Background: an optimization exercise with open tools, aiming at small area. Do not read the settings as production practice. In this exercise RTL edits were held to simulation tests only and were not proved equivalent to the original. The flow treats the clock pin as an ideal source, which a real chip does not have. No activity file was given, so power comes from the tool's default toggle rates.

<file path="flow/config.mk">
export PLATFORM = sky130hd
export DESIGN_NAME = rp_acq
export DESIGN_NICKNAME = rp_acq
export VERILOG_FILES = /design/flow/design.v
export SDC_FILE = /design/flow/constraint.sdc
export NUM_CORES = 8
export LEC_CHECK = 0
export ABC_AREA = 1
export CAP_MARGIN = 0
export CORE_MARGIN = 2
export CORE_UTILIZATION = 40
export GPL_TIMING_DRIVEN = 0
export SLEW_MARGIN = 0
</file>
<file path="flow/constraint.sdc">
create_clock -name core_clock -period 8.0 [get_ports {clk}]
set_input_delay 1.6000 -clock core_clock [delete_from_list [all_inputs] [get_ports {clk}]]
set_output_delay 1.6000 -clock core_clock [all_outputs]
set_load 0.01 [all_outputs]
</file>
<file path="flow/design.v">
`timescale 1ns / 1ps
module rp_acq (
    input clk,
    input rst_n,
    input [31:0] gpio_data,
    input [13:0] adc_dat_a_in,
    input ext_trig,
    output [7:0] led_o,
    output [31:0] BRAM_write_address,
    output [31:0] BRAM_write_data,
    output [3:0] BRAM_wren
);
    reg c_st;             
    reg c_prev;           
    reg c_start;          
    reg [23:0] samples;
    reg [23:0] repsn;     
    reg [5:0] hops;       
    always @(posedge clk) begin
        c_prev <= rst_n & gpio_data[31];
        if (!rst_n) begin
            c_st <= 1'b0;
            c_start <= 1'b0;
            samples <= 24'd0;
            repsn <= 24'hffffff;
            hops <= 6'd0;
        end else begin
            c_st <= ~c_st & (gpio_data[31] ^ c_prev);
            c_start <= c_st & (gpio_data[30:24] == 7'b0000001);
            if (c_st && gpio_data[30:25] == 6'b111110) samples <= gpio_data[23:0];
            if (c_st && gpio_data[30:25] == 6'b111111) repsn <= ~gpio_data[23:0];
            if (c_st && gpio_data[30:25] == 6'b111101) hops <= gpio_data[5:0];
        end
    end
    reg [1:0] st;
    reg last_trig;
    reg [2:0] pc;         
    reg [23:0] slat;      
    reg [23:0] rcn;       
    reg [13:0] xr;        
    reg [24:0] widx;      
    wire run = st[1] & st[0];
    wire [25:0] wc;
    wire [24:0] winc;
    assign wc[0] = 1'b1;
    genvar gi;
    generate for (gi = 0; gi < 25; gi = gi + 1) begin : g_winc
        assign winc[gi] = widx[gi] ^ wc[gi];
        assign wc[gi + 1] = widx[gi] & wc[gi];
    end endgenerate
    wire last = (winc[23:0] == slat);
    wire rdc = run & last;
    wire [24:0] rb;
    wire [23:0] rnext;
    assign rb[0] = 1'b1;
    generate for (gi = 0; gi < 24; gi = gi + 1) begin : g_rdec
        assign rnext[gi] = rcn[gi] ^ (rb[gi] & rdc);
        assign rb[gi + 1] = rcn[gi] & rb[gi];
    end endgenerate
    wire pc_last = pc[2] & ~pc[1];
    always @(posedge clk) begin
        if (st == 2'd0) rcn <= repsn;
        else rcn <= rnext;
    end
    always @(posedge clk) begin
        last_trig <= ext_trig;
        if (!rst_n) begin
            st <= 2'd0;
            xr <= 14'd0;
        end else begin
            case (st)
                2'd0: begin
                    if (c_start) st <= 2'd1;
                end
                2'd1: begin
                    pc <= 3'd0;
                    if (&rcn) st <= 2'd0;
                    else if (ext_trig & ~last_trig) st <= 2'd2;
                end
                2'd2: begin
                    pc <= {pc[1:0], ~pc[2]};
                    if (pc_last) begin
                        st <= 2'd3;
                        slat <= samples;
                        xr <= adc_dat_a_in;
                    end
                end
                2'd3: begin
                    xr <= adc_dat_a_in;
                    if (last) begin
                        st <= 2'd1;
                    end
                end
            endcase
        end
    end
    always @(posedge clk) begin
        if (rst_n & run) widx <= winc;
        else widx <= {25{1'b1}};
    end
    reg [5:0] ph;         
    reg [5:0] ph1;        
    wire [13:0] x = {xr[13], ~xr[12:0]};    
    wire [6:0] pcy;
    wire [5:0] pnext;
    assign pcy[0] = 1'b0;
    generate for (gi = 0; gi < 6; gi = gi + 1) begin : g_ph
        assign pnext[gi] = ph[gi] ^ hops[gi] ^ pcy[gi];
        assign pcy[gi + 1] = (ph[gi] & hops[gi]) | (ph[gi] & pcy[gi]) | (hops[gi] & pcy[gi]);
    end endgenerate
    always @(posedge clk) begin
        if (!rst_n) ph <= 6'd0;
        else ph <= pnext;
        ph1 <= ph;
    end
    wire [31:0] pdec;
    genvar gp;
    generate for (gp = 0; gp < 32; gp = gp + 1) begin : g_pdec
        assign pdec[gp] = (ph1[4:0] == gp);
    end endgenerate
    wire [14:0] mag;
    assign mag[0] = |(pdec & 32'hf194b5e4);
    assign mag[1] = |(pdec & 32'ha1f2feec);
    assign mag[2] = |(pdec & 32'ha50a9036);
    assign mag[3] = |(pdec & 32'h2a262db8);
    assign mag[4] = |(pdec & 32'h35d4c484);
    assign mag[5] = |(pdec & 32'h50be33fe);
    assign mag[6] = |(pdec & 32'h42d0851a);
    assign mag[7] = |(pdec & 32'hc7d6b53c);
    assign mag[8] = |(pdec & 32'h3a0afd80);
    assign mag[9] = |(pdec & 32'h5616d22a);
    assign mag[10] = |(pdec & 32'h9b4ee566);
    assign mag[11] = |(pdec & 32'h493ef9b4);
    assign mag[12] = |(pdec & 32'h38fefe38);
    assign mag[13] = |(pdec & 32'h07feffc0);
    assign mag[14] = |(pdec & 32'h00010000);
    wire s = ph1[5];
    wire [14:0] xb = {x, 1'b0};
    wire one0 = xb[1] ^ xb[0];
    wire two0 = (xb[2] & ~xb[1] & ~xb[0]) | (~xb[2] & xb[1] & xb[0]);
    wire neg0 = xb[2] ^ s;
    wire one1 = xb[3] ^ xb[2];
    wire two1 = (xb[4] & ~xb[3] & ~xb[2]) | (~xb[4] & xb[3] & xb[2]);
    wire neg1 = xb[4] ^ s;
    wire one2 = xb[5] ^ xb[4];
    wire two2 = (xb[6] & ~xb[5] & ~xb[4]) | (~xb[6] & xb[5] & xb[4]);
    wire neg2 = xb[6] ^ s;
    wire one3 = xb[7] ^ xb[6];
    wire two3 = (xb[8] & ~xb[7] & ~xb[6]) | (~xb[8] & xb[7] & xb[6]);
    wire neg3 = xb[8] ^ s;
    wire one4 = xb[9] ^ xb[8];
    wire two4 = (xb[10] & ~xb[9] & ~xb[8]) | (~xb[10] & xb[9] & xb[8]);
    wire neg4 = xb[10] ^ s;
    wire one5 = xb[11] ^ xb[10];
    wire two5 = (xb[12] & ~xb[11] & ~xb[10]) | (~xb[12] & xb[11] & xb[10]);
    wire neg5 = xb[12] ^ s;
    wire one6 = xb[13] ^ xb[12];
    wire two6 = (xb[14] & ~xb[13] & ~xb[12]) | (~xb[14] & xb[13] & xb[12]);
    wire neg6 = xb[14] ^ s;
    wire w0 = ((one0 & mag[0]) | (two0 & 1'b0)) ^ neg0;
    wire w1 = ((one0 & mag[1]) | (two0 & mag[0])) ^ neg0;
    wire w2 = ((one0 & mag[2]) | (two0 & mag[1])) ^ neg0;
    wire w3 = ((one0 & mag[3]) | (two0 & mag[2])) ^ neg0;
    wire w4 = ((one0 & mag[4]) | (two0 & mag[3])) ^ neg0;
    wire w5 = ((one0 & mag[5]) | (two0 & mag[4])) ^ neg0;
    wire w6 = ((one0 & mag[6]) | (two0 & mag[5])) ^ neg0;
    wire w7 = ((one0 & mag[7]) | (two0 & mag[6])) ^ neg0;
    wire w8 = ((one0 & mag[8]) | (two0 & mag[7])) ^ neg0;
    wire w9 = ((one0 & mag[9]) | (two0 & mag[8])) ^ neg0;
    wire w10 = ((one0 & mag[10]) | (two0 & mag[9])) ^ neg0;
    wire w11 = ((one0 & mag[11]) | (two0 & mag[10])) ^ neg0;
    wire w12 = ((one0 & mag[12]) | (two0 & mag[11])) ^ neg0;
    wire w13 = ((one0 & mag[13]) | (two0 & mag[12])) ^ neg0;
    wire w14 = ((one0 & mag[14]) | (two0 & mag[13])) ^ neg0;
    wire w15 = ((one0 & 1'b0) | (two0 & mag[14])) ^ neg0;
    wire w16 = ~neg0;
    wire w17 = ((one1 & mag[0]) | (two1 & 1'b0)) ^ neg1;
    wire w18 = ((one1 & mag[1]) | (two1 & mag[0])) ^ neg1;
    wire w19 = ((one1 & mag[2]) | (two1 & mag[1])) ^ neg1;
    wire w20 = ((one1 & mag[3]) | (two1 & mag[2])) ^ neg1;
    wire w21 = ((one1 & mag[4]) | (two1 & mag[3])) ^ neg1;
    wire w22 = ((one1 & mag[5]) | (two1 & mag[4])) ^ neg1;
    wire w23 = ((one1 & mag[6]) | (two1 & mag[5])) ^ neg1;
    wire w24 = ((one1 & mag[7]) | (two1 & mag[6])) ^ neg1;
    wire w25 = ((one1 & mag[8]) | (two1 & mag[7])) ^ neg1;
    wire w26 = ((one1 & mag[9]) | (two1 & mag[8])) ^ neg1;
    wire w27 = ((one1 & mag[10]) | (two1 & mag[9])) ^ neg1;
    wire w28 = ((one1 & mag[11]) | (two1 & mag[10])) ^ neg1;
    wire w29 = ((one1 & mag[12]) | (two1 & mag[11])) ^ neg1;
    wire w30 = ((one1 & mag[13]) | (two1 & mag[12])) ^ neg1;
    wire w31 = ((one1 & mag[14]) | (two1 & mag[13])) ^ neg1;
    wire w32 = ((one1 & 1'b0) | (two1 & mag[14])) ^ neg1;
    wire w33 = ~neg1;
    wire w34 = ((one2 & mag[0]) | (two2 & 1'b0)) ^ neg2;
    wire w35 = ((one2 & mag[1]) | (two2 & mag[0])) ^ neg2;
    wire w36 = ((one2 & mag[2]) | (two2 & mag[1])) ^ neg2;
    wire w37 = ((one2 & mag[3]) | (two2 & mag[2])) ^ neg2;
    wire w38 = ((one2 & mag[4]) | (two2 & mag[3])) ^ neg2;
    wire w39 = ((one2 & mag[5]) | (two2 & mag[4])) ^ neg2;
    wire w40 = ((one2 & mag[6]) | (two2 & mag[5])) ^ neg2;
    wire w41 = ((one2 & mag[7]) | (two2 & mag[6])) ^ neg2;
    wire w42 = ((one2 & mag[8]) | (two2 & mag[7])) ^ neg2;
    wire w43 = ((one2 & mag[9]) | (two2 & mag[8])) ^ neg2;
    wire w44 = ((one2 & mag[10]) | (two2 & mag[9])) ^ neg2;
    wire w45 = ((one2 & mag[11]) | (two2 & mag[10])) ^ neg2;
    wire w46 = ((one2 & mag[12]) | (two2 & mag[11])) ^ neg2;
    wire w47 = ((one2 & mag[13]) | (two2 & mag[12])) ^ neg2;
    wire w48 = ((one2 & mag[14]) | (two2 & mag[13])) ^ neg2;
    wire w49 = ((one2 & 1'b0) | (two2 & mag[14])) ^ neg2;
    wire w50 = ~neg2;
    wire w51 = ((one3 & mag[0]) | (two3 & 1'b0)) ^ neg3;
    wire w52 = ((one3 & mag[1]) | (two3 & mag[0])) ^ neg3;
    wire w53 = ((one3 & mag[2]) | (two3 & mag[1])) ^ neg3;
    wire w54 = ((one3 & mag[3]) | (two3 & mag[2])) ^ neg3;
    wire w55 = ((one3 & mag[4]) | (two3 & mag[3])) ^ neg3;
    wire w56 = ((one3 & mag[5]) | (two3 & mag[4])) ^ neg3;
    wire w57 = ((one3 & mag[6]) | (two3 & mag[5])) ^ neg3;
    wire w58 = ((one3 & mag[7]) | (two3 & mag[6])) ^ neg3;
    wire w59 = ((one3 & mag[8]) | (two3 & mag[7])) ^ neg3;
    wire w60 = ((one3 & mag[9]) | (two3 & mag[8])) ^ neg3;
    wire w61 = ((one3 & mag[10]) | (two3 & mag[9])) ^ neg3;
    wire w62 = ((one3 & mag[11]) | (two3 & mag[10])) ^ neg3;
    wire w63 = ((one3 & mag[12]) | (two3 & mag[11])) ^ neg3;
    wire w64 = ((one3 & mag[13]) | (two3 & mag[12])) ^ neg3;
    wire w65 = ((one3 & mag[14]) | (two3 & mag[13])) ^ neg3;
    wire w66 = ((one3 & 1'b0) | (two3 & mag[14])) ^ neg3;
    wire w67 = ~neg3;
    wire w68 = ((one4 & mag[0]) | (two4 & 1'b0)) ^ neg4;
    wire w69 = ((one4 & mag[1]) | (two4 & mag[0])) ^ neg4;
    wire w70 = ((one4 & mag[2]) | (two4 & mag[1])) ^ neg4;
    wire w71 = ((one4 & mag[3]) | (two4 & mag[2])) ^ neg4;
    wire w72 = ((one4 & mag[4]) | (two4 & mag[3])) ^ neg4;
    wire w73 = ((one4 & mag[5]) | (two4 & mag[4])) ^ neg4;
    wire w74 = ((one4 & mag[6]) | (two4 & mag[5])) ^ neg4;
    wire w75 = ((one4 & mag[7]) | (two4 & mag[6])) ^ neg4;
    wire w76 = ((one4 & mag[8]) | (two4 & mag[7])) ^ neg4;
    wire w77 = ((one4 & mag[9]) | (two4 & mag[8])) ^ neg4;
    wire w78 = ((one4 & mag[10]) | (two4 & mag[9])) ^ neg4;
    wire w79 = ((one4 & mag[11]) | (two4 & mag[10])) ^ neg4;
    wire w80 = ((one4 & mag[12]) | (two4 & mag[11])) ^ neg4;
    wire w81 = ((one4 & mag[13]) | (two4 & mag[12])) ^ neg4;
    wire w82 = ((one4 & mag[14]) | (two4 & mag[13])) ^ neg4;
    wire w83 = ((one4 & 1'b0) | (two4 & mag[14])) ^ neg4;
    wire w84 = ~neg4;
    wire w85 = ((one5 & mag[0]) | (two5 & 1'b0)) ^ neg5;
    wire w86 = ((one5 & mag[1]) | (two5 & mag[0])) ^ neg5;
    wire w87 = ((one5 & mag[2]) | (two5 & mag[1])) ^ neg5;
    wire w88 = ((one5 & mag[3]) | (two5 & mag[2])) ^ neg5;
    wire w89 = ((one5 & mag[4]) | (two5 & mag[3])) ^ neg5;
    wire w90 = ((one5 & mag[5]) | (two5 & mag[4])) ^ neg5;
    wire w91 = ((one5 & mag[6]) | (two5 & mag[5])) ^ neg5;
    wire w92 = ((one5 & mag[7]) | (two5 & mag[6])) ^ neg5;
    wire w93 = ((one5 & mag[8]) | (two5 & mag[7])) ^ neg5;
    wire w94 = ((one5 & mag[9]) | (two5 & mag[8])) ^ neg5;
    wire w95 = ((one5 & mag[10]) | (two5 & mag[9])) ^ neg5;
    wire w96 = ((one5 & mag[11]) | (two5 & mag[10])) ^ neg5;
    wire w97 = ((one5 & mag[12]) | (two5 & mag[11])) ^ neg5;
    wire w98 = ((one5 & mag[13]) | (two5 & mag[12])) ^ neg5;
    wire w99 = ((one5 & mag[14]) | (two5 & mag[13])) ^ neg5;
    wire w100 = ((one5 & 1'b0) | (two5 & mag[14])) ^ neg5;
    wire w101 = ~neg5;
    wire w102 = ((one6 & mag[0]) | (two6 & 1'b0)) ^ neg6;
    wire w103 = ((one6 & mag[1]) | (two6 & mag[0])) ^ neg6;
    wire w104 = ((one6 & mag[2]) | (two6 & mag[1])) ^ neg6;
    wire w105 = ((one6 & mag[3]) | (two6 & mag[2])) ^ neg6;
    wire w106 = ((one6 & mag[4]) | (two6 & mag[3])) ^ neg6;
    wire w107 = ((one6 & mag[5]) | (two6 & mag[4])) ^ neg6;
    wire w108 = ((one6 & mag[6]) | (two6 & mag[5])) ^ neg6;
    wire w109 = ((one6 & mag[7]) | (two6 & mag[6])) ^ neg6;
    wire w110 = ((one6 & mag[8]) | (two6 & mag[7])) ^ neg6;
    wire w111 = ((one6 & mag[9]) | (two6 & mag[8])) ^ neg6;
    wire w112 = ((one6 & mag[10]) | (two6 & mag[9])) ^ neg6;
    wire w113 = ((one6 & mag[11]) | (two6 & mag[10])) ^ neg6;
    wire w114 = ((one6 & mag[12]) | (two6 & mag[11])) ^ neg6;
    wire w115 = ((one6 & mag[13]) | (two6 & mag[12])) ^ neg6;
    wire w116 = ((one6 & mag[14]) | (two6 & mag[13])) ^ neg6;
    wire w117 = ((one6 & 1'b0) | (two6 & mag[14])) ^ neg6;
    wire w118 = ~neg6;
    wire w119 = neg5 ^ w10;
    wire w120 = neg5 & w10;
    wire w121 = w11 ^ w26;
    wire w122 = w11 & w26;
    wire w123 = neg6 ^ w12 ^ w27;
    wire w124 = (neg6 & w12) | (neg6 & w27) | (w12 & w27);
    wire w125 = w42 ^ w57;
    wire w126 = w42 & w57;
    wire w127 = w13 ^ w28 ^ w43;
    wire w128 = (w13 & w28) | (w13 & w43) | (w28 & w43);
    wire w129 = w58 ^ w73;
    wire w130 = w58 & w73;
    wire w131 = w14 ^ w29 ^ w44;
    wire w132 = (w14 & w29) | (w14 & w44) | (w29 & w44);
    wire w133 = w59 ^ w74;
    wire w134 = w59 & w74;
    wire w135 = w15 ^ w30 ^ w45;
    wire w136 = (w15 & w30) | (w15 & w45) | (w30 & w45);
    wire w137 = w60 ^ w75;
    wire w138 = w60 & w75;
    wire w139 = neg0 ^ w31 ^ w46;
    wire w140 = (neg0 & w31) | (neg0 & w46) | (w31 & w46);
    wire w141 = w61 ^ w76;
    wire w142 = w61 & w76;
    wire w143 = neg0 ^ w32 ^ w47;
    wire w144 = (neg0 & w32) | (neg0 & w47) | (w32 & w47);
    wire w145 = w62 ^ w77;
    wire w146 = w62 & w77;
    wire w147 = w16 ^ w33 ^ w48;
    wire w148 = (w16 & w33) | (w16 & w48) | (w33 & w48);
    wire w149 = w63 ^ w78;
    wire w150 = w63 & w78;
    wire w151 = 1'b1 ^ w49 ^ w64;
    wire w152 = (1'b1 & w49) | (1'b1 & w64) | (w49 & w64);
    wire w153 = neg3 ^ w6;
    wire w154 = neg3 & w6;
    wire w155 = w7 ^ w22;
    wire w156 = w7 & w22;
    wire w157 = neg4 ^ w8 ^ w23;
    wire w158 = (neg4 & w8) | (neg4 & w23) | (w8 & w23);
    wire w159 = w38 ^ w53;
    wire w160 = w38 & w53;
    wire w161 = w9 ^ w24 ^ w39;
    wire w162 = (w9 & w24) | (w9 & w39) | (w24 & w39);
    wire w163 = w54 ^ w69;
    wire w164 = w54 & w69;
    wire w165 = w25 ^ w40 ^ w55;
    wire w166 = (w25 & w40) | (w25 & w55) | (w40 & w55);
    wire w167 = w70 ^ w85 ^ w119;
    wire w168 = (w70 & w85) | (w70 & w119) | (w85 & w119);
    wire w169 = w41 ^ w56 ^ w71;
    wire w170 = (w41 & w56) | (w41 & w71) | (w56 & w71);
    wire w171 = w86 ^ w120 ^ w121;
    wire w172 = (w86 & w120) | (w86 & w121) | (w120 & w121);
    wire w173 = w72 ^ w87 ^ w102;
    wire w174 = (w72 & w87) | (w72 & w102) | (w87 & w102);
    wire w175 = w122 ^ w125 ^ w123;
    wire w176 = (w122 & w125) | (w122 & w123) | (w125 & w123);
    wire w177 = w88 ^ w103 ^ w126;
    wire w178 = (w88 & w103) | (w88 & w126) | (w103 & w126);
    wire w179 = w129 ^ w124 ^ w127;
    wire w180 = (w129 & w124) | (w129 & w127) | (w124 & w127);
    wire w181 = w89 ^ w104 ^ w130;
    wire w182 = (w89 & w104) | (w89 & w130) | (w104 & w130);
    wire w183 = w133 ^ w128 ^ w131;
    wire w184 = (w133 & w128) | (w133 & w131) | (w128 & w131);
    wire w185 = w90 ^ w105 ^ w134;
    wire w186 = (w90 & w105) | (w90 & w134) | (w105 & w134);
    wire w187 = w137 ^ w132 ^ w135;
    wire w188 = (w137 & w132) | (w137 & w135) | (w132 & w135);
    wire w189 = w91 ^ w106 ^ w138;
    wire w190 = (w91 & w106) | (w91 & w138) | (w106 & w138);
    wire w191 = w141 ^ w136 ^ w139;
    wire w192 = (w141 & w136) | (w141 & w139) | (w136 & w139);
    wire w193 = w92 ^ w107 ^ w142;
    wire w194 = (w92 & w107) | (w92 & w142) | (w107 & w142);
    wire w195 = w145 ^ w140 ^ w143;
    wire w196 = (w145 & w140) | (w145 & w143) | (w140 & w143);
    wire w197 = w93 ^ w108 ^ w146;
    wire w198 = (w93 & w108) | (w93 & w146) | (w108 & w146);
    wire w199 = w149 ^ w144 ^ w147;
    wire w200 = (w149 & w144) | (w149 & w147) | (w144 & w147);
    wire w201 = w79 ^ w94 ^ w109;
    wire w202 = (w79 & w94) | (w79 & w109) | (w94 & w109);
    wire w203 = w150 ^ w148 ^ w151;
    wire w204 = (w150 & w148) | (w150 & w151) | (w148 & w151);
    wire w205 = w50 ^ w65 ^ w80;
    wire w206 = (w50 & w65) | (w50 & w80) | (w65 & w80);
    wire w207 = w95 ^ w110 ^ w152;
    wire w208 = (w95 & w110) | (w95 & w152) | (w110 & w152);
    wire w209 = 1'b1 ^ w66 ^ w81;
    wire w210 = (1'b1 & w66) | (1'b1 & w81) | (w66 & w81);
    wire w211 = w96 ^ w111;
    wire w212 = w96 & w111;
    wire w213 = w67 ^ w82 ^ w97;
    wire w214 = (w67 & w82) | (w67 & w97) | (w82 & w97);
    wire w215 = 1'b1 ^ w83;
    wire w216 = 1'b1 & w83;
    wire w217 = neg2 ^ w4;
    wire w218 = neg2 & w4;
    wire w219 = w5 ^ w20;
    wire w220 = w5 & w20;
    wire w221 = w21 ^ w36 ^ w51;
    wire w222 = (w21 & w36) | (w21 & w51) | (w36 & w51);
    wire w223 = w37 ^ w52 ^ w154;
    wire w224 = (w37 & w52) | (w37 & w154) | (w52 & w154);
    wire w225 = w68 ^ w156 ^ w159;
    wire w226 = (w68 & w156) | (w68 & w159) | (w156 & w159);
    wire w227 = w160 ^ w163 ^ w158;
    wire w228 = (w160 & w163) | (w160 & w158) | (w163 & w158);
    wire w229 = w164 ^ w162 ^ w165;
    wire w230 = (w164 & w162) | (w164 & w165) | (w162 & w165);
    wire w231 = w166 ^ w169 ^ w168;
    wire w232 = (w166 & w169) | (w166 & w168) | (w169 & w168);
    wire w233 = w170 ^ w173 ^ w172;
    wire w234 = (w170 & w173) | (w170 & w172) | (w173 & w172);
    wire w235 = w174 ^ w177 ^ w176;
    wire w236 = (w174 & w177) | (w174 & w176) | (w177 & w176);
    wire w237 = w178 ^ w181 ^ w180;
    wire w238 = (w178 & w181) | (w178 & w180) | (w181 & w180);
    wire w239 = w182 ^ w185 ^ w184;
    wire w240 = (w182 & w185) | (w182 & w184) | (w185 & w184);
    wire w241 = w186 ^ w189 ^ w188;
    wire w242 = (w186 & w189) | (w186 & w188) | (w189 & w188);
    wire w243 = w190 ^ w193 ^ w192;
    wire w244 = (w190 & w193) | (w190 & w192) | (w193 & w192);
    wire w245 = w194 ^ w197 ^ w196;
    wire w246 = (w194 & w197) | (w194 & w196) | (w197 & w196);
    wire w247 = w201 ^ w198 ^ w200;
    wire w248 = (w201 & w198) | (w201 & w200) | (w198 & w200);
    wire w249 = w202 ^ w205 ^ w204;
    wire w250 = (w202 & w205) | (w202 & w204) | (w205 & w204);
    wire w251 = w211 ^ w206 ^ w209;
    wire w252 = (w211 & w206) | (w211 & w209) | (w206 & w209);
    wire w253 = w112 ^ w212 ^ w210;
    wire w254 = (w112 & w212) | (w112 & w210) | (w212 & w210);
    wire w255 = w98 ^ w113 ^ w215;
    wire w256 = (w98 & w113) | (w98 & w215) | (w113 & w215);
    wire w257 = w84 ^ w99 ^ w114;
    wire w258 = (w84 & w99) | (w84 & w114) | (w99 & w114);
    wire w259 = 1'b1 ^ w100;
    wire w260 = 1'b1 & w100;
    wire w261 = neg1 ^ w2;
    wire w262 = neg1 & w2;
    wire w263 = w3 ^ w18;
    wire w264 = w3 & w18;
    wire w265 = w19 ^ w34 ^ w217;
    wire w266 = (w19 & w34) | (w19 & w217) | (w34 & w217);
    wire w267 = w35 ^ w218 ^ w219;
    wire w268 = (w35 & w218) | (w35 & w219) | (w218 & w219);
    wire w269 = w220 ^ w153 ^ w221;
    wire w270 = (w220 & w153) | (w220 & w221) | (w153 & w221);
    wire w271 = w155 ^ w222 ^ w223;
    wire w272 = (w155 & w222) | (w155 & w223) | (w222 & w223);
    wire w273 = w157 ^ w224 ^ w225;
    wire w274 = (w157 & w224) | (w157 & w225) | (w224 & w225);
    wire w275 = w161 ^ w226 ^ w227;
    wire w276 = (w161 & w226) | (w161 & w227) | (w226 & w227);
    wire w277 = w167 ^ w228 ^ w229;
    wire w278 = (w167 & w228) | (w167 & w229) | (w228 & w229);
    wire w279 = w171 ^ w230 ^ w231;
    wire w280 = (w171 & w230) | (w171 & w231) | (w230 & w231);
    wire w281 = w175 ^ w232 ^ w233;
    wire w282 = (w175 & w232) | (w175 & w233) | (w232 & w233);
    wire w283 = w179 ^ w234 ^ w235;
    wire w284 = (w179 & w234) | (w179 & w235) | (w234 & w235);
    wire w285 = w183 ^ w236 ^ w237;
    wire w286 = (w183 & w236) | (w183 & w237) | (w236 & w237);
    wire w287 = w187 ^ w238 ^ w239;
    wire w288 = (w187 & w238) | (w187 & w239) | (w238 & w239);
    wire w289 = w191 ^ w240 ^ w241;
    wire w290 = (w191 & w240) | (w191 & w241) | (w240 & w241);
    wire w291 = w195 ^ w242 ^ w243;
    wire w292 = (w195 & w242) | (w195 & w243) | (w242 & w243);
    wire w293 = w199 ^ w244 ^ w245;
    wire w294 = (w199 & w244) | (w199 & w245) | (w244 & w245);
    wire w295 = w203 ^ w246 ^ w247;
    wire w296 = (w203 & w246) | (w203 & w247) | (w246 & w247);
    wire w297 = w207 ^ w248 ^ w249;
    wire w298 = (w207 & w248) | (w207 & w249) | (w248 & w249);
    wire w299 = w208 ^ w251 ^ w250;
    wire w300 = (w208 & w251) | (w208 & w250) | (w251 & w250);
    wire w301 = w213 ^ w252 ^ w253;
    wire w302 = (w213 & w252) | (w213 & w253) | (w252 & w253);
    wire w303 = w214 ^ w255 ^ w254;
    wire w304 = (w214 & w255) | (w214 & w254) | (w255 & w254);
    wire w305 = w216 ^ w257 ^ w256;
    wire w306 = (w216 & w257) | (w216 & w256) | (w257 & w256);
    wire w307 = w115 ^ w259 ^ w258;
    wire w308 = (w115 & w259) | (w115 & w258) | (w259 & w258);
    wire w309 = w101 ^ w116 ^ w260;
    wire w310 = (w101 & w116) | (w101 & w260) | (w116 & w260);
    wire w311 = 1'b1 ^ w117;
    wire w312 = 1'b1 & w117;
    wire w313 = neg0 ^ w0;
    wire w314 = neg0 & w0;
    wire w315 = w1 ^ w314;
    wire w316 = w1 & w314;
    wire w317 = w17 ^ w261 ^ w316;
    wire w318 = (w17 & w261) | (w17 & w316) | (w261 & w316);
    wire w319 = w262 ^ w263 ^ w318;
    wire w320 = (w262 & w263) | (w262 & w318) | (w263 & w318);
    wire w321 = w264 ^ w265 ^ w320;
    wire w322 = (w264 & w265) | (w264 & w320) | (w265 & w320);
    wire w323 = w266 ^ w267 ^ w322;
    wire w324 = (w266 & w267) | (w266 & w322) | (w267 & w322);
    wire w325 = w268 ^ w269 ^ w324;
    wire w326 = (w268 & w269) | (w268 & w324) | (w269 & w324);
    wire w327 = w270 ^ w271 ^ w326;
    wire w328 = (w270 & w271) | (w270 & w326) | (w271 & w326);
    wire w329 = w272 ^ w273 ^ w328;
    wire w330 = (w272 & w273) | (w272 & w328) | (w273 & w328);
    wire w331 = w274 ^ w275;
    wire w332 = w274 & w275;
    wire w333 = w276 ^ w277 ^ w332;
    wire w334 = (w276 & w277) | (w276 & w332) | (w277 & w332);
    wire w335 = w278 ^ w279 ^ w334;
    wire w336 = (w278 & w279) | (w278 & w334) | (w279 & w334);
    wire w337 = w280 ^ w281 ^ w336;
    wire w338 = (w280 & w281) | (w280 & w336) | (w281 & w336);
    wire w339 = w282 ^ w283 ^ w338;
    wire w340 = (w282 & w283) | (w282 & w338) | (w283 & w338);
    wire w341 = w331 ^ w330;
    wire w342 = w330 & w331;
    wire w343 = w333 ^ w342;
    wire w344 = w331 & w333;
    wire w345 = w330 & w344;
    wire w346 = w335 ^ w345;
    wire w347 = w344 & w335;
    wire w348 = w330 & w347;
    wire w349 = w337 ^ w348;
    wire w350 = w347 & w337;
    wire w351 = w330 & w350;
    wire w352 = w339 ^ w351;
    wire w353 = w350 & w339;
    wire w354 = w330 & w353;
    wire w355 = w340 | w354;
    wire w356 = w284 ^ w285;
    wire w357 = w284 & w285;
    wire w358 = w286 ^ w287 ^ w357;
    wire w359 = (w286 & w287) | (w286 & w357) | (w287 & w357);
    wire w360 = w288 ^ w289 ^ w359;
    wire w361 = (w288 & w289) | (w288 & w359) | (w289 & w359);
    wire w362 = w290 ^ w291 ^ w361;
    wire w363 = (w290 & w291) | (w290 & w361) | (w291 & w361);
    wire w364 = w292 ^ w293 ^ w363;
    wire w365 = (w292 & w293) | (w292 & w363) | (w293 & w363);
    wire w366 = w356 ^ w355;
    wire w367 = w355 & w356;
    wire w368 = w358 ^ w367;
    wire w369 = w356 & w358;
    wire w370 = w355 & w369;
    wire w371 = w360 ^ w370;
    wire w372 = w369 & w360;
    wire w373 = w355 & w372;
    wire w374 = w362 ^ w373;
    wire w375 = w372 & w362;
    wire w376 = w355 & w375;
    wire w377 = w364 ^ w376;
    wire w378 = w375 & w364;
    wire w379 = w355 & w378;
    wire w380 = w365 | w379;
    wire w381 = w294 ^ w295;
    wire w382 = w294 & w295;
    wire w383 = w296 ^ w297 ^ w382;
    wire w384 = (w296 & w297) | (w296 & w382) | (w297 & w382);
    wire w385 = w298 ^ w299 ^ w384;
    wire w386 = (w298 & w299) | (w298 & w384) | (w299 & w384);
    wire w387 = w301 ^ w300 ^ w386;
    wire w388 = (w301 & w300) | (w301 & w386) | (w300 & w386);
    wire w389 = w302 ^ w303 ^ w388;
    wire w390 = (w302 & w303) | (w302 & w388) | (w303 & w388);
    wire w391 = w381 ^ w380;
    wire w392 = w380 & w381;
    wire w393 = w383 ^ w392;
    wire w394 = w381 & w383;
    wire w395 = w380 & w394;
    wire w396 = w385 ^ w395;
    wire w397 = w394 & w385;
    wire w398 = w380 & w397;
    wire w399 = w387 ^ w398;
    wire w400 = w397 & w387;
    wire w401 = w380 & w400;
    wire w402 = w389 ^ w401;
    wire w403 = w400 & w389;
    wire w404 = w380 & w403;
    wire w405 = w390 | w404;
    wire w406 = w305 ^ w304;
    wire w407 = w305 & w304;
    wire w408 = w307 ^ w306 ^ w407;
    wire w409 = (w307 & w306) | (w307 & w407) | (w306 & w407);
    wire w410 = w309 ^ w308 ^ w409;
    wire w411 = (w309 & w308) | (w309 & w409) | (w308 & w409);
    wire w412 = w311 ^ w310 ^ w411;
    wire w413 = (w311 & w310) | (w311 & w411) | (w310 & w411);
    wire w414 = w118 ^ w312 ^ w413;
    wire w415 = (w118 & w312) | (w118 & w413) | (w312 & w413);
    wire w416 = w406 ^ w405;
    wire w417 = w405 & w406;
    wire w418 = w408 ^ w417;
    wire w419 = w406 & w408;
    wire w420 = w405 & w419;
    wire w421 = w410 ^ w420;
    wire w422 = w419 & w410;
    wire w423 = w405 & w422;
    wire w424 = w412 ^ w423;
    wire w425 = w422 & w412;
    wire w426 = w405 & w425;
    wire w427 = w414 ^ w426;
    wire w428 = w425 & w414;
    wire [28:0] pm = {w427, w424, w421, w418, w416, w402, w399, w396, w393, w391, w377, w374, w371, w368, w366, w352, w349, w346, w343, w341, w329, w327, w325, w323, w321, w319, w317, w315, w313};
    reg [28:0] prod;
    always @(posedge clk) prod <= pm;
    assign led_o = {6'd0, st};
    assign BRAM_wren = {4{run}};
    assign BRAM_write_address = {{5{widx[24]}}, widx, 2'b00};
    assign BRAM_write_data = {{3{prod[28]}}, prod};
endmodule
</file>
<file path="flow/flow/run.sh">
#!/bin/bash
# Own layout flow: the standard synthesis, then the combinational logic
# between the standard synthesis's registers and adder cells is re-mapped for
# area with ABC (registers, full and half adders and tie cells are kept as
# they are), then the standard layout with a minimum-size buffer on every
# port.  Each tool writes its full output to a log file in this folder.
set -euo pipefail
W=$PWD
F=$W/flow
R=$W/orfs/results/${FLOW_PLATFORM}/rp_acq/base
YOSYS=${FLOW_HOME}/../tools/install/yosys/bin/yosys
[ -x "$YOSYS" ] || YOSYS=yosys
LIB=${FLOW_HOME}/platforms/${FLOW_PLATFORM}/lib/sky130_fd_sc_hd__tt_025C_1v80.lib

bash standard.sh synth > $W/log_1_standard_synth.log 2>&1
cp $R/1_2_yosys.v $W/standard_synth.v

python3 $F/reopt.py $W/standard_synth.v $W/reopt_in.v > $W/log_2_reopt_py.log 2>&1
$YOSYS -p "read_liberty -lib $LIB; read_verilog $W/reopt_in.v; hierarchy -top ${FLOW_TOP}; opt -purge; techmap; opt -fast; abc -liberty $LIB -dont_use *probe* -dont_use *lpflow* -script $F/reopt.abc; opt_clean -purge; setundef -zero; hilomap -singleton -hicell sky130_fd_sc_hd__conb_1 HI -locell sky130_fd_sc_hd__conb_1 LO; splitnets; opt_clean -purge; check; stat -liberty $LIB; write_verilog -noattr -nohex -nodec $W/reopt_out.v" > $W/log_3_reopt_yosys.log 2>&1
cp $W/reopt_out.v $R/1_2_yosys.v

CTS="-sink_clustering_enable -repair_clock_nets -dont_use_dummy_load -buf_list sky130_fd_sc_hd__clkbuf_8 -sink_clustering_size 20 -sink_clustering_max_diameter 40"
MK=(BUFFER_PORTS_ARGS="-buffer_cell sky130_fd_sc_hd__buf_1" CTS_ARGS="$CTS")
bash standard.sh "${MK[@]}" cts > $W/log_4_standard_to_cts.log 2>&1
CTS_ODB=$R/4_cts.odb CTS_BIG=16 CTS_SMALL=8 openroad -no_init -exit $F/cts_resize.tcl > $W/log_5_cts_resize.log 2>&1
bash standard.sh "${MK[@]}" finish > $W/log_6_standard_layout.log 2>&1
</file>
<file path="flow/flow/cts_resize.tcl">
# Size each clock tree buffer by the number of flip-flop clock pins it
# drives, so no clock pin sees a slow edge, then re-legalize the placement.
read_db $::env(CTS_ODB)
set block [ord::get_db_block]
set db [ord::get_db]
proc master {name} { return [[ord::get_db] findMaster $name] }
set changed 0
foreach inst [$block getInsts] {
  set m [[$inst getMaster] getName]
  if {![string match "sky130_fd_sc_hd__clkbuf_*" $m]} { continue }
  set out [$inst findITerm X]
  if {$out == "NULL"} { continue }
  set net [$out getNet]
  if {$net == "NULL" || [$net getSigType] != "CLOCK"} { continue }
  set ff 0
  set bufs 0
  foreach it [$net getITerms] {
    if {[$it isOutputSignal]} { continue }
    set mm [[$it getInst] getMaster]
    if {[string match "*clkbuf*" [$mm getName]]} { incr bufs } else { incr ff }
  }
  if {$bufs > 0} { continue }
  if {$ff >= $::env(CTS_BIG)} {
    set want sky130_fd_sc_hd__clkbuf_16
  } elseif {$ff <= $::env(CTS_SMALL)} {
    set want sky130_fd_sc_hd__clkbuf_4
  } else {
    set want sky130_fd_sc_hd__clkbuf_8
  }
  if {$want != $m} {
    puts "[$inst getName]: $ff flip-flops, $m -> $want"
    $inst swapMaster [master $want]
    incr changed
  }
}
puts "clock buffers resized: $changed"
detailed_placement
check_placement -verbose
write_db $::env(CTS_ODB)
</file>
<file path="flow/flow/libfunc.py">
"""Read combinational cell functions from the sky130hd liberty file and turn
an ABC-mapped gate netlist into Verilog assign statements."""
import re

def lib_functions(path):
    txt = open(path).read()
    funcs = {}
    for m in re.finditer(r'\n\s*cell\s*\(\s*"?(\w+)"?\s*\)\s*\{', txt):
        name = m.group(1)
        start = m.end()
        nxt = txt.find('\n    cell (', start)
        body = txt[start:nxt if nxt > 0 else len(txt)]
        outs = {}
        for pm in re.finditer(r'pin\s*\(\s*"?(\w+)"?\s*\)\s*\{', body):
            pb = body[pm.end():pm.end() + 4000]
            d = re.search(r'direction\s*:\s*"?(\w+)"?', pb)
            f = re.search(r'function\s*:\s*"([^"]*)"', pb)
            if d and d.group(1) == 'output' and f:
                outs[pm.group(1)] = f.group(1)
        if outs:
            funcs[name] = outs
    return funcs

def to_verilog_expr(f, pins):
    # liberty: ! not, & or space and, | or + or, ^ xor
    e = f.replace('!', '~').replace('+', '|')
    e = re.sub(r'\)\s+\(', ')&(', e)
    e = re.sub(r'(\w)\s+(\w)', r'\1&\2', e)
    e = re.sub(r'(\w)\s+\(', r'\1&(', e)
    e = re.sub(r'\)\s+(\w)', r')&\1', e)
    e = re.sub(r'\b([A-Z]\w*)\b', lambda m: '(%s)' % pins[m.group(1)] if m.group(1) in pins else m.group(0), e)
    return e

import subprocess, os, tempfile
ABC = '/OpenROAD-flow-scripts/tools/install/yosys/bin/yosys-abc'
LIB = '/OpenROAD-flow-scripts/flow/platforms/sky130hd/lib/sky130_fd_sc_hd__tt_025C_1v80.lib'
DONT = ['sky130_fd_sc_hd__probe_p_8', 'sky130_fd_sc_hd__probec_p_8']

def abc_map(blif_text, script, prefix):
    """Optimize and map a BLIF with ABC; return (verilog assign lines, area)."""
    d = tempfile.mkdtemp()
    fi = os.path.join(d, 'in.blif'); fo = os.path.join(d, 'out.blif')
    open(fi, 'w').write(blif_text)
    cmd = 'read_lib -w %s; read %s; %s; print_stats; write_blif %s' % (LIB, fi, script, fo)
    r = subprocess.run([ABC, '-c', cmd], capture_output=True, text=True)
    area = re.findall(r'area\s*=\s*([0-9.]+)', r.stdout)
    funcs = lib_functions(LIB)
    lines = []
    txt = open(fo).read().replace('\\\n', ' ')
    n = 0
    for ln in txt.split('\n'):
        ln = ln.strip()
        if ln.startswith('.gate'):
            parts = ln.split()[1:]
            cell = parts[0]
            pins = dict(p.split('=') for p in parts[1:])
            outs = funcs[cell]
            for op, f in outs.items():
                if op in pins:
                    lines.append('    assign %s = %s;' % (pins[op], to_verilog_expr(f, pins)))
        elif ln.startswith('.names'):
            parts = ln.split()[1:]
            lines.append(('NAMES', parts))
    # handle .names (constants / buffers) simply
    out = []
    tl = txt.split('\n')
    i = 0
    while i < len(tl):
        ln = tl[i].strip()
        if ln.startswith('.names'):
            parts = ln.split()[1:]
            rows = []
            i += 1
            while i < len(tl) and tl[i].strip() and not tl[i].strip().startswith('.'):
                rows.append(tl[i].strip()); i += 1
            if len(parts) == 1:
                out.append("    assign %s = 1'b%d;" % (parts[0], 1 if rows and rows[0] == '1' else 0))
            elif len(parts) == 2 and rows in (['1 1'],):
                out.append('    assign %s = %s;' % (parts[1], parts[0]))
            elif len(parts) == 2 and rows in (['0 1'],):
                out.append('    assign %s = ~%s;' % (parts[1], parts[0]))
            else:
                raise Exception('names %s %s' % (parts, rows))
            continue
        i += 1
    return [l for l in lines if not isinstance(l, tuple)] + out, float(area[-1]) if area else None
</file>
<file path="flow/flow/reopt.abc">
strash
&get -n
&dch
&nf -a
&put
</file>
<file path="flow/flow/reopt.py">
#!/usr/bin/env python3
"""Prepare a mapped sky130 netlist (flat, one module) for re-mapping its
combinational logic: single-output combinational cells become assign
statements; flip-flops, full/half adders and tie cells stay as instances.
Full adders with two or three inverted inputs are flipped
(FA(~a,~b,~c) = ~FA(a,b,c)), so the inverters can cancel; half adders with
an unused output become a plain gate.
usage: reopt.py in.v out.v"""
import re, sys
sys.path.insert(0, __file__.rsplit('/', 1)[0])
import libfunc

KEEP = re.compile(r'sky130_fd_sc_hd__(fa|ha|dfxtp|edfxtp|dfrtp|conb|dfstp|sdf|edf)')
INV = re.compile(r'sky130_fd_sc_hd__(inv|clkinv)_\d+$')

def esc(n):
    return n + ' ' if n.startswith('\\') else n

def main(fi, fo):
    net = open(fi).read()
    funcs = libfunc.lib_functions(libfunc.LIB)
    m = re.search(r'module\s+(\w+)\s*\((.*?)\);(.*)endmodule', net, re.S)
    top, ports, body = m.group(1), m.group(2), m.group(3)
    stmts = [s.strip() for s in body.split(';') if s.strip()]
    cells = []   # [type, name, pins dict] or None for plain statements
    other = []
    for s in stmts:
        mi = re.match(r'(sky130_fd_sc_hd__\w+)\s+(\S+)\s*\((.*)\)$', s, re.S)
        if mi:
            pins = dict((a, b.strip()) for a, b in re.findall(r'\.(\w+)\(([^()]*)\)', mi.group(3)))
            cells.append([mi.group(1), mi.group(2), pins])
        else:
            other.append(s)
    outpins = ('X', 'Y', 'Q', 'Q_N', 'SUM', 'COUT', 'HI', 'LO')
    use = {}
    for t, n, p in cells:
        for k, v in p.items():
            if k not in outpins and v:
                use[v] = use.get(v, 0) + 1
    for s in other:
        if s.startswith('assign'):
            rhs = s.split('=', 1)[1]
            for v in re.findall(r'(\\\S+|[A-Za-z_][\w$]*(?:\s*\[\d+\])?)', rhs):
                v = v.strip()
                use[v] = use.get(v, 0) + 1
    inv_of = {}
    for t, n, p in cells:
        if INV.match(t):
            inv_of[p['Y']] = p['A']
    extra = []
    wires = []
    cnt = [0]
    def newnet():
        cnt[0] += 1
        w = 'reopt_n%d' % cnt[0]
        wires.append(w)
        return w
    # Choose a polarity for every full adder (flipped: it gets complemented
    # inputs and gives complemented outputs) to need as few inverters as
    # possible.  A net's value is traced back through inverters to a base
    # net; a base driven by other logic is taken to be free in either
    # polarity, one driven by a flip-flop or half adder is true only.
    drv = {}
    for i, (t, n, p) in enumerate(cells):
        for k, v in p.items():
            if k in outpins and v:
                drv[v] = i
    def base(v):
        r = 0
        while v in inv_of:
            v = inv_of[v]; r ^= 1
        return v, r
    fas = [i for i, c in enumerate(cells) if re.match(r'sky130_fd_sc_hd__fa_\d', c[0])]
    fa_idx = dict((i, j) for j, i in enumerate(fas))
    pol = [0] * len(fas)
    # requirements: base -> list of (kind, fa index or None, parity)
    req = {}
    for i, (t, n, p) in enumerate(cells):
        if INV.match(t):
            continue
        generic = not KEEP.match(t)
        for k, v in p.items():
            if k in outpins or not v:
                continue
            b, r = base(v)
            if i in fa_idx:
                req.setdefault(b, []).append((fa_idx[i], r))
            elif not generic:
                req.setdefault(b, []).append((None, r))
    for s_ in other:
        if s_.startswith('assign'):
            rhs = s_.split('=', 1)[1].strip()
            b, r = base(rhs)
            req.setdefault(b, []).append((None, r))
    def src_pol(b):
        j = drv.get(b)
        if j is None:
            return 0
        if j in fa_idx:
            return ('fa', fa_idx[j])
        if KEEP.match(cells[j][0]):
            return 0
        return None   # generic logic: free
    bases = list(req.keys())
    bsrc = dict((b, src_pol(b)) for b in bases)
    def cost_of(b):
        sp = bsrc[b]
        if sp is None:
            return 0
        have = pol[sp[1]] if isinstance(sp, tuple) else 0
        need = set((r ^ (pol[j] if j is not None else 0)) for j, r in req[b])
        return 1 if any(x != have for x in need) else 0
    touch = {}
    for b in bases:
        sp = bsrc[b]
        if isinstance(sp, tuple):
            touch.setdefault(sp[1], set()).add(b)
        for j, r in req[b]:
            if j is not None:
                touch.setdefault(j, set()).add(b)
    improved = True
    rounds = 0
    while improved and rounds < 50:
        improved = False
        rounds += 1
        for j in range(len(fas)):
            bs = touch.get(j, ())
            before = sum(cost_of(b) for b in bs)
            pol[j] ^= 1
            after = sum(cost_of(b) for b in bs)
            if after < before:
                improved = True
            else:
                pol[j] ^= 1
    flips = 0
    for j, i in enumerate(fas):
        if not pol[j]:
            continue
        flips += 1
        t, n, p = cells[i]
        new = []
        for k in ('A', 'B', 'CIN'):
            w = newnet()
            extra.append('assign %s = ~%s;' % (w, esc(p[k])))
            p[k] = w
        for k in ('SUM', 'COUT'):
            o = p.get(k, '')
            if o:
                w = newnet()
                extra.append('assign %s = ~%s;' % (esc(o), w))
                p[k] = w
    out = ['module %s(%s);' % (top, ports)]
    for s in other:
        out.append('  ' + s + ' ;')
    for w in wires:
        out.append('  wire %s;' % w)
    ha_fixed = 0
    for t, n, p in cells:
        if re.match(r'sky130_fd_sc_hd__ha_\d', t):
            s_, c_ = p.get('SUM', ''), p.get('COUT', '')
            if not s_ or use.get(s_, 0) == 0:
                out.append('  assign %s = %s & %s;' % (esc(c_), esc(p['A']), esc(p['B'])))
                ha_fixed += 1
                continue
            if not c_ or use.get(c_, 0) == 0:
                out.append('  assign %s = %s ^ %s;' % (esc(s_), esc(p['A']), esc(p['B'])))
                ha_fixed += 1
                continue
        if KEEP.match(t):
            out.append('  %s %s (%s);' % (t, n, ', '.join('.%s(%s)' % (k, esc(v)) for k, v in p.items())))
            continue
        pe = dict((k, esc(v)) for k, v in p.items())
        for op, f in funcs[t].items():
            if op in p and p[op]:
                out.append('  assign %s = %s;' % (pe[op], libfunc.to_verilog_expr(f, pe)))
    for s in extra:
        out.append('  ' + s)
    out.append('endmodule')
    open(fo, 'w').write('\n'.join(out) + '\n')
    print('full adders flipped: %d, half adders made plain gates: %d' % (flips, ha_fixed))

if __name__ == '__main__':
    main(sys.argv[1], sys.argv[2])
</file>
<file path="flow/standard.sh">
#!/bin/bash
# synth_recipe.tcl (not shown) runs the flow's synth.tcl, then flattens the netlist and writes it again
# the make line also repeats each setting of config.mk as NAME=value (left out here)
make -C /OpenROAD-flow-scripts/flow DESIGN_CONFIG=/design/flow/config.mk WORK_HOME=/design/flow/orfs CLKGATE_MAP_FILE= SYNTH_SCRIPT=/design/flow/synth_recipe.tcl "${@:-finish}"
</file>
==> summary.txt <==
Run status
The flow ran to the end and the layout has no timing, DRC or antenna violations.

CTS
In this run the clock root is driven by a clkbuf_8. The TritonCTS clock tree is yes. The H-tree depth is 4. The number of buffers on the longest clock path is 2. The number of buffers created by CTS is 17. The clock transition at the registers of the reported paths is 90 ps. Counting every sink on the clock net gives 191. The number of hold buffers added after CTS was 0. The clock reaches the later pin of the worst-skew pair after 500 ps.

Floorplan
The boundary pin count is 125. The initialized floorplan defines 63 standard-cell rows. The die outline width is 178 um. The overall die area is 31700 um2. In this run the vertical extent of the chip is 178 um. The floorplan core area is 29700 um2. The initial utilization of the core area, before any placement, comes to 40.8%.

Layout
The fraction of layout instances using a drive strength above 1 is 4.40%. The filler cells instantiated in the layout total 2895. The final net count is 1591. 0 antenna diodes ended up in the layout. Measured on the finished design, the core utilization comes to 45.9%. The area added between synthesis and finish is 12.6%.

Pwr
The worst-case vdd ir drop is 0.000494 V. The switching part of the total is 44.3%. The part of the power in registers is 20.2%. The leakage power summed over all cells is 5.09 nW. In this run the power spent charging and discharging nets is 2.96 mW. The total chip power is 6.68 mW. The power share of the clock group is 7.7%. In this run, the combinational gates consume 72.1% of the power.

Cell internal power was estimated by the tool at 3.72 mW. Dividing total power by cell area gives a power density of 489 nW/um2.

Worst setup path
The critical path goes through or3b_1, nor2_1, nor2_1, nand4_1, or3_1, a22oi_1, xor2_1, fa_1, clkinv_1, fa_1, fa_1, fa_1, clkinv_1, fa_1, fa_1, fa_1, o31ai_2, nand4bb_1, o31ai_4, a21bo_1, ha_1, xor2_1. The worst path arrival time is 8030 ps. On the worst path, the slowest cell contributes a delay of 570 ps. The category of cells accounting for the largest share of critical-path delay is adder cells. The slowest stage of the critical path is the fa_1 cell. The kind of start point of the critical path is a flop.

The endpoint kind of the worst setup timing path is a flop. The required time reported for the critical path endpoint is 8430 ps. The class of the most critical setup path is reg2reg.

By instance count, the cell type seen most on the critical path is fa_1. The worst-path maximum fanout is 19. The number of buffer and inverter stages on the critical path is 2.

Synth
The instance count of the mapped netlist is 1229. The netlist area before placement is 12100 um2. In this run the mean area of a mapped cell was 9.87 um2. For this run, the number of Yosys warnings is 1.

STA
After routing, the total negative slack on setup checks comes to 0 ps. The final period demand of the worst path is 7600 ps. For the pin with the worst max-slew slack, the measured transition is 1250 ps. The maximum operating frequency is 132 MHz. Setup violations remaining at the end of the flow were counted as 0. Hold timing on the final database bottoms out at a slack of 323 ps. The final-report max-slew violation count is 0. Clock skew on the completed layout was measured at 30.0 ps. Dividing the final minimum period by the clock period gives 94.9%.

Setup repair after global routing left no endpoint under its margin. The count of endpoints failing hold in the final timing report is 0. The worst pin sits at a relative slew slack of 16.7%.

The worst path meets setup with 404 ps of slack.

Global routing
The pin count of the biggest net entering global routing is 51. The initial antenna violation count is 0. met2 is the most crowded layer. The global-route track usage on met3 is 3.22%.

The met2 layer usage reported by global route is 33.3%. The wire length of the first global-routing pass is 50.0 mm. In the global route stage, overall resource usage came out at 20.3%. The global-route congestion overflow total is 0. The fraction of met1 tracks used by global routing is 27.2%. The via count of the first global-routing pass is 9313.

Routing
For this block, the routed nets add up to 30.5 mm of wire. The DRC violation count after routing is 0. The iteration-0 DRC count of the detailed router is 691. The via total after detailed routing is 9505.

The detailed-router iteration count before antenna repair is 6. The final routed wire length divided by cell count is 17.2 um. The via count normalized by instance count is 5.35. The post-detailed-route count of antenna-violating nets is 0.

Placed design
The pre-CTS setup slack is -587 ps. During placement, the flow inserted port buffers numbering 116. Routability-driven placement finished with a final weighted congestion of 0.926. After legalization and detailed placement, the total HPWL measured 23.6 mm.

Run
The max capacitance violation total is 0.

Min path
The path class of the tightest hold or removal check is reg2reg.
layer usage:
metal,part of all wire [%],vias up
met1,46,4604
met4,1.9,0
met2,48,231
met3,4.4,38
met5,0,-
li1,-,4632
stage by stage:
stage / instance area [um2] / instances
final: 13700 / 1776
after global routing: 13700 / 1776
after CTS: 13500 / 1770
after detailed placement: 13300 / 1753
after global placement: 13100 / 1742
after floorplan: 12200 / 1236
repair_timing:
item                       CTS  global route
hold endpoints to repair     0             0
setup endpoints to repair   10            10
setup buffers                0             6
gates cloned                 0             0
pin swaps                    0             3
resized for setup           10            12
final cells by class:
cell class / instances / area, um2 / area share, %
multi-input combinational: 989 / 7980 / 58.4
sequential: 191 / 4110 / 30.1
timing repair buffer: 133 / 623 / 4.56
tap: 390 / 488 / 3.57
clock buffer: 17 / 249 / 1.82
inverter: 56 / 210 / 1.54
power by group through the flow:
stage                     clock network, mW  registers [mW]  logic [mW]
after floorplan                           0            1.40        3.69
after global placement                    0            1.36        4.56
after detailed placement                  0            1.37        4.71
after CTS                             0.515            1.35        4.83
after global routing                  0.566            1.37        5.57
final                                 0.513            1.35        4.81
sequential cells by signal (all words and copies together) (netlist names):
signal	count
last_trig	1
repsn	24
widx	25
pc	3
hops	6
c_start	1
prod	29
rcn	24
ph	6
st	2
xr	14
samples	24
ph1	6
c_st	1
slat	24
c_prev	1
placed cells by master, fill, tap and decap left out, types with 25 or more instances in the layout:
cell type  instances
edfxtp_1          27
o211ai_1          25
or2_0             27
clkinv_1          56
xnor2_1          149
a22oi_1           85
o21ai_0           65
nor2_1           135
buf_1            115
fa_1              98
dfxtp_1          159
nand2_1           97
ha_1              55
path summary, 6_finish.rpt:
kind | to | start | depth (start not counted) | slack, ps
max reg2reg | prod[25] | ph1[2] | 22 | 400
min | ph1[0] | ph[0] | 0 | 320
min reg2reg | ph1[0] | ph[0] | 0 | 320
max | prod[25] | ph1[2] | 22 | 400

[what the ideal ports hide]
The flow's constraints put no driver on any port. The routed layout listed below was extracted and timed again, unchanged, in two steps.
Step 1: set_driving_cell puts a clkbuf_16 on clk and a buf_2 on each other input, an assumption about the parent block.
Step 2 times the ports against the registers' clock, not the clock port: input delays grow and output delays shrink by t, the midpoint of the rising clock arrivals with the driver on.
a / b / c = no drivers / after step 1 / after step 2; a / b = the first two.
t, ns: 0.533
setup slack, ns: 0.404 / 0.404 / 0.404
latest minus earliest clock arrival (ns): 0.030 / 0.030
After both steps this run still meets setup and hold. For this run, drivers alone change the setup slack by 0.000 ns; drivers and shift together by 0.000 ns.
